Background: an optimization exercise with open tools, aiming at small area. Do not read the settings as production practice. In this exercise RTL edits were held to simulation tests only and were not proved equivalent to the original. Power is estimated from default activity; no workload was simulated.

== zinc ==
Design health_monitor, start of the top module:
module health_monitor(
    input  logic        clk,
    input  logic        rst,
    input  logic [11:0] adc_data,    
    output logic [15:0] led,         
    output logic        pulse,       
    output logic [6:0]  segs_n,
    output logic [7:0]  anode_n,
    output logic        dp_n
    );
Settings: LEC_CHECK=0, ABC_AREA=1, CAP_MARGIN=20, CORE_MARGIN=2, CORE_UTILIZATION=40, CTS_BUF_LIST=sky130_fd_sc_hd__clkbuf_4, SLEW_MARGIN=20; clock period 20.0 ns.
run.sh (not shown) runs the stock make flow with config.mk's settings and CLKGATE_MAP_FILE= SYNTH_SCRIPT=/design/flow/synth_recipe.tcl, a recipe that flattens the netlist after the stock synthesis.
For yarrow, these inputs were changed with respect to zinc:
Settings: CTS_BUF_LIST: sky130_fd_sc_hd__clkbuf_4 -> unset; ABC_AREA: 1 -> unset.
### Flow results
yarrow: PASS, flow complete, no timing, DRC or antenna violations
Compared with zinc, yarrow shows a number of buffers and inverters on the critical path that is 1 lower.
[yarrow vs zinc] utilization of the core after routing: higher in yarrow
Delta (yarrow minus zinc): number of instances in the placed design shrank by 15%, part of the total power dissipated in the clock network grew by 3.8 points.
Slack of the critical path deteriorates in yarrow relative to zinc.
Input changes introduced in juniper (baseline for comparison: yarrow):
==> flow/flow/run.sh (new file) <==
#!/bin/bash
# Own layout flow.
#  1. the standard synthesis (standard.sh synth), unchanged.
#  2. The combinational logic between the standard synthesis's registers is
#     re-mapped for area with ABC (reopt.ys / reopt.abc).  Registers (their
#     instance names and cell types), full adders and tie cells are kept as
#     they are; only the gates between them are rebuilt.
#  3. The standard ORFS layout from floorplan to finish on that netlist, with
#     every port still buffered (by buf_1) and a clock tree built without
#     dummy loads.
# Each tool's output goes to a log_*.log file in the work folder.
set -euo pipefail
W=$(pwd)
R=$W/orfs/results/$FLOW_PLATFORM/health_monitor/base
YOSYS=${YOSYS_EXE:-$FLOW_HOME/../tools/install/yosys/bin/yosys}
[[ -x $YOSYS ]] || YOSYS=$(command -v yosys)
LIB=$FLOW_HOME/platforms/$FLOW_PLATFORM/lib/sky130_fd_sc_hd__tt_025C_1v80.lib

bash standard.sh synth > $W/log_1_standard_synth.log 2>&1
cp $R/1_2_yosys.v $W/synth_standard.v

# cells kept as they are: registers, full adders and tie cells
KEEP=$(grep -oE 'sky130_fd_sc_hd__(df|edf|sdf|dl|conb|fa_)[a-z0-9_]*' $W/synth_standard.v | sort -u | tr '\n' ' ')
sed -e "s#@LIB@#$LIB#g" -e "s#@KEEP@#$KEEP#g" -e "s#@IN@#$W/synth_standard.v#g" \
    -e "s#@OUT@#$W/synth_reopt.v#g" -e "s#@ABC@#$W/flow/reopt.abc#g" \
    -e "s#@TOP@#$FLOW_TOP#g" $W/flow/reopt.ys > $W/reopt_run.ys
$YOSYS -s $W/reopt_run.ys > $W/log_2_reopt.log 2>&1
cp $W/synth_reopt.v $R/1_2_yosys.v

bash standard.sh \
  "BUFFER_PORTS_ARGS=-buffer_cell sky130_fd_sc_hd__buf_1" \
  "CTS_ARGS=-sink_clustering_enable -repair_clock_nets -dont_use_dummy_load -buf_list sky130_fd_sc_hd__clkbuf_4 -sink_clustering_size 30 -sink_clustering_max_diameter 100" \
  finish > $W/log_3_layout.log 2>&1
==> flow/flow/reopt.abc (new file) <==
strash
&get -n
&deepsyn -T 120
&put
dch
map -a
topo
==> flow/flow/reopt.ys (new file) <==
read_liberty -ignore_miss_func @LIB@
setattr -mod -set blackbox 1 @KEEP@
read_verilog @IN@
hierarchy -top @TOP@
flatten
opt_clean -purge
abc -liberty @LIB@ -dont_use sky130_fd_sc_hd__clkinv_1 -dont_use sky130_fd_sc_hd__clkbuf_1 -script @ABC@
opt_clean -purge
splitnets
opt_clean -purge
# nets named after the flattened cells' pins get plain names
rename -hide w:_*.*
stat -liberty @LIB@
write_verilog -noattr -noexpr -nohex -nodec @OUT@
==> flow/standard.sh (new file) <==
#!/bin/bash
# synth_recipe.tcl (not shown) runs the flow's synth.tcl, then flattens the netlist and writes it again
# the make line also repeats each setting of config.mk as NAME=value (left out here)
make -C /OpenROAD-flow-scripts/flow DESIGN_CONFIG=/design/flow/config.mk WORK_HOME=/design/flow/orfs CLKGATE_MAP_FILE= SYNTH_SCRIPT=/design/flow/synth_recipe.tcl "${@:-finish}"
removed: flow/run.sh
Results
The reported max-cap violation count was comparable across juniper and yarrow.
yarrow vs juniper, launch point of the critical path: U_PULSEMONITOR.U_HIST.c1[1] vs U_PULSEMONITOR.U_HIST.c1[2]
Compared with yarrow, juniper shows total power lower by 33%.
Diff yarrow -> juniper: met1 usage in global routing has decreased; post-route met1 wirelength has decreased; final area has decreased.


== build 79 ==
Starting RTL as in the previous note.
clock: 20.0 ns
lec_check: 0
cap_margin: 0
core_margin: 2
core_utilization: 65
slew_margin: 0
standard.sh (not shown) runs the stock make flow with config.mk's settings and CLKGATE_MAP_FILE= SYNTH_SCRIPT=/design/flow/synth_recipe.tcl, a recipe that flattens the netlist after the stock synthesis.
==> flow/flow/run.sh <==
#!/bin/bash
# Own layout flow.
#  1. the standard synthesis (standard.sh synth), unchanged.
#  2. The combinational logic between the standard synthesis's registers is
#     re-mapped for area: faflip.py feeds full adders whose inputs are mostly
#     inverted the uninverted signals (inverting their outputs instead), then
#     ABC (reopt.ys with each flow/reopt_*.abc script) rebuilds the gates between registers, full
#     adders and tie cells, which are kept as they are (instance names and
#     cell types).  Each candidate must pass a combinational equivalence check
#     (cutregs.py, ceq.ys); the smallest is used, else the standard netlist.
#  3. The standard ORFS layout from floorplan to finish on that netlist, with
#     every port still buffered (by buf_1), the constant outputs sharing the
#     synthesis's one tie cell, and a clock tree of clkbuf_4 without dummy
#     loads.
# Each tool's output goes to a log_*.log file in the work folder.
set -euo pipefail
W=$(pwd)
R=$W/orfs/results/$FLOW_PLATFORM/health_monitor/base
YOSYS=${YOSYS_EXE:-$FLOW_HOME/../tools/install/yosys/bin/yosys}
[[ -x $YOSYS ]] || YOSYS=$(command -v yosys)
LIB=$FLOW_HOME/platforms/$FLOW_PLATFORM/lib/sky130_fd_sc_hd__tt_025C_1v80.lib

bash standard.sh synth > $W/log_1_standard_synth.log 2>&1
cp $R/1_2_yosys.v $W/synth_standard.v

python3 $W/flow/faflip.py $W/synth_standard.v $W/synth_faflip.v > $W/log_2a_faflip.log 2>&1
# cells kept as they are: registers, full adders and tie cells
# cells the platform marks don't-use (probe and lpflow cells) stay out of the mapping
DONTUSE=$(grep -oE 'cell *\("?sky130_fd_sc_hd__(probe|lpflow)[a-z0-9_]*' $LIB | grep -oE 'sky130_fd_sc_hd__[a-z0-9_]*' | sort -u | sed 's/^/-dont_use /' | tr '\n' ' ')
KEEP=$(grep -oE 'sky130_fd_sc_hd__(df|edf|sdf|dl|conb|fa_)[a-z0-9_]*' $W/synth_faflip.v | sort -u | tr '\n' ' ')
# each ABC script in flow/reopt_*.abc gives a candidate netlist; the smallest
# one that passes the equivalence check is used
python3 $W/flow/cutregs.py $W/synth_standard.v $W/ceq_gold.v $FLOW_TOP
reopt() {
  local v=$1
  sed -e "s#@LIB@#$LIB#g" -e "s#@KEEP@#$KEEP#g" -e "s#@DONTUSE@#$DONTUSE#g" -e "s#@IN@#$W/synth_faflip.v#g" \
      -e "s#@OUT@#$W/synth_reopt_$v.v#g" -e "s#@ABC@#$W/flow/reopt_$v.abc#g" \
      -e "s#@TOP@#$FLOW_TOP#g" $W/flow/reopt.ys > $W/reopt_$v.ys
  $YOSYS -s $W/reopt_$v.ys > $W/log_2b_reopt_$v.log 2>&1 || return 0
  python3 $W/flow/cutregs.py $W/synth_reopt_$v.v $W/ceq_gate_$v.v $FLOW_TOP
  sed -e "s#@LIB@#$LIB#g" -e "s#@GOLD@#$W/ceq_gold.v#g" -e "s#@GATE@#$W/ceq_gate_$v.v#g" \
      -e "s#@TOP@#$FLOW_TOP#g" $W/flow/ceq.ys > $W/ceq_$v.ys
  if $YOSYS -s $W/ceq_$v.ys > $W/log_2c_ceq_$v.log 2>&1; then
    grep -i 'chip area' $W/log_2b_reopt_$v.log | tail -1 | awk -v f=$W/synth_reopt_$v.v '{print $NF, f}' > $W/cand_$v.txt
  fi
}
VARIANTS=$(cd $W/flow && ls reopt_*.abc | sed 's/^reopt_//; s/\.abc$//')
for v in $VARIANTS; do reopt $v & done
wait
USE=$W/synth_standard.v
if ls $W/cand_*.txt > /dev/null 2>&1; then
  USE=$(cat $W/cand_*.txt | sort -g | head -1 | awk '{print $2}')
fi
echo "netlist used: $USE" > $W/log_2d_netlist.log
cp $USE $R/1_2_yosys.v

bash standard.sh \
  "BUFFER_PORTS_ARGS=-buffer_cell sky130_fd_sc_hd__buf_1" \
  "SKIP_REPAIR_TIE_FANOUT=1" \
  "CTS_ARGS=-sink_clustering_enable -repair_clock_nets -dont_use_dummy_load -buf_list sky130_fd_sc_hd__clkbuf_4 -sink_clustering_size 30 -sink_clustering_max_diameter 100" \
  finish > $W/log_3_layout.log 2>&1
Other scripts of this flow, unchanged in this note and not shown: flow/flow/ceq.ys, flow/flow/cutregs.py, flow/flow/faflip.py, flow/flow/reopt.ys, flow/flow/reopt_amap.abc, flow/flow/reopt_amap2.abc, flow/flow/reopt_amap3.abc, flow/flow/reopt_amap5.abc, flow/flow/reopt_map.abc
diff inputs: build 79 => build 13
- a change of CORE_UTILIZATION from 65 to 40
--- a/flow/flow/run.sh
+++ b/flow/flow/run.sh
@@ -10,7 +10,6 @@
 #     (cutregs.py, ceq.ys); the smallest is used, else the standard netlist.
 #  3. The standard ORFS layout from floorplan to finish on that netlist, with
-#     every port still buffered (by buf_1), the constant outputs sharing the
-#     synthesis's one tie cell, and a clock tree of clkbuf_4 without dummy
-#     loads.
+#     every port still buffered (by buf_1) and a clock tree of clkbuf_4
+#     without dummy loads.
 # Each tool's output goes to a log_*.log file in the work folder.
 set -euo pipefail
@@ -57,5 +56,4 @@
 bash standard.sh \
   "BUFFER_PORTS_ARGS=-buffer_cell sky130_fd_sc_hd__buf_1" \
-  "SKIP_REPAIR_TIE_FANOUT=1" \
   "CTS_ARGS=-sink_clustering_enable -repair_clock_nets -dont_use_dummy_load -buf_list sky130_fd_sc_hd__clkbuf_4 -sink_clustering_size 30 -sink_clustering_max_diameter 100" \
   finish > $W/log_3_layout.log 2>&1
### Flow results
Across build 79 and build 13, the outcome is the same: a clean finish for every run. Between build 79 and build 13, die area increased. Build 13 against build 79: global-route wire length before repair now smaller; final setup violation count comparable; via count now smaller; clock skew comparable; total power now smaller. On number of cell rows: between build 79 and build 13, it ends up lower for build 79. Between build 79 and build 13, the post-route cell area is higher for build 13. Build 13 has relative contribution of the clock network to total power above what build 79 had.
Input changes introduced in build 58 (baseline for comparison: build 13):
- putting GPL_TIMING_DRIVEN at 0 where nothing was set
Results
- Depth of the most critical reg-to-reg path: build 13 vs build 58 identical
- Any difference in met3 track demand over resource in global routing between build 13 and build 58 is small enough to ignore.
- Relative to build 13, the net switching power of the design of build 58 is lower by 2.9%.
- The internal power summed over all cells of build 13 and that of build 58 are within noise of each other.
- The higher final area came out of build 58.
- As of build 58, total length of routed wires had fallen by a few percent compared to build 13.

static timing again, ports no longer ideal:
The flow's constraints put no driver on any port. The routed layouts listed below were extracted and timed again, unchanged, in two steps. Step 1 sets driving cells, clkbuf_16 on the clock port and buf_2 on the other inputs (assumed; they add their load-dependent delay and slew). Step 2 adds t to the input delays and takes it off the output delays; t is the mean of the earliest and latest rising clock arrival at the registers after step 1. Input paths then give back, and output paths get back, about the clock's delay inside the block. a / b / c = ideal ports / drivers / drivers and shift; a / b = the first two.
run	t (ns)	setup slack, ns	hold WS [ns]	worst slew at a driven data input, ns	pins driven straight from the clock port
zinc	0.408	8.167 / 8.139 / 8.547	0.354 / 0.354 / 0.354	0.03	1
yarrow	0.351	7.498 / 7.471 / 7.822	0.347 / 0.347 / 0.347	0.03	1
juniper	0.388	8.560 / 8.534 / 8.922	0.337 / 0.337 / 0.337	0.03	1
build 79	0.402	6.877 / 6.851 / 7.253	0.352 / 0.352 / 0.352	0.04	1
build 13	0.389	7.003 / 6.982 / 7.371	0.354 / 0.354 / 0.354	0.03	1
build 58	0.378	6.712 / 6.691 / 7.069	0.347 / 0.347 / 0.347	0.03	1
After both steps every run listed still meets setup and hold.
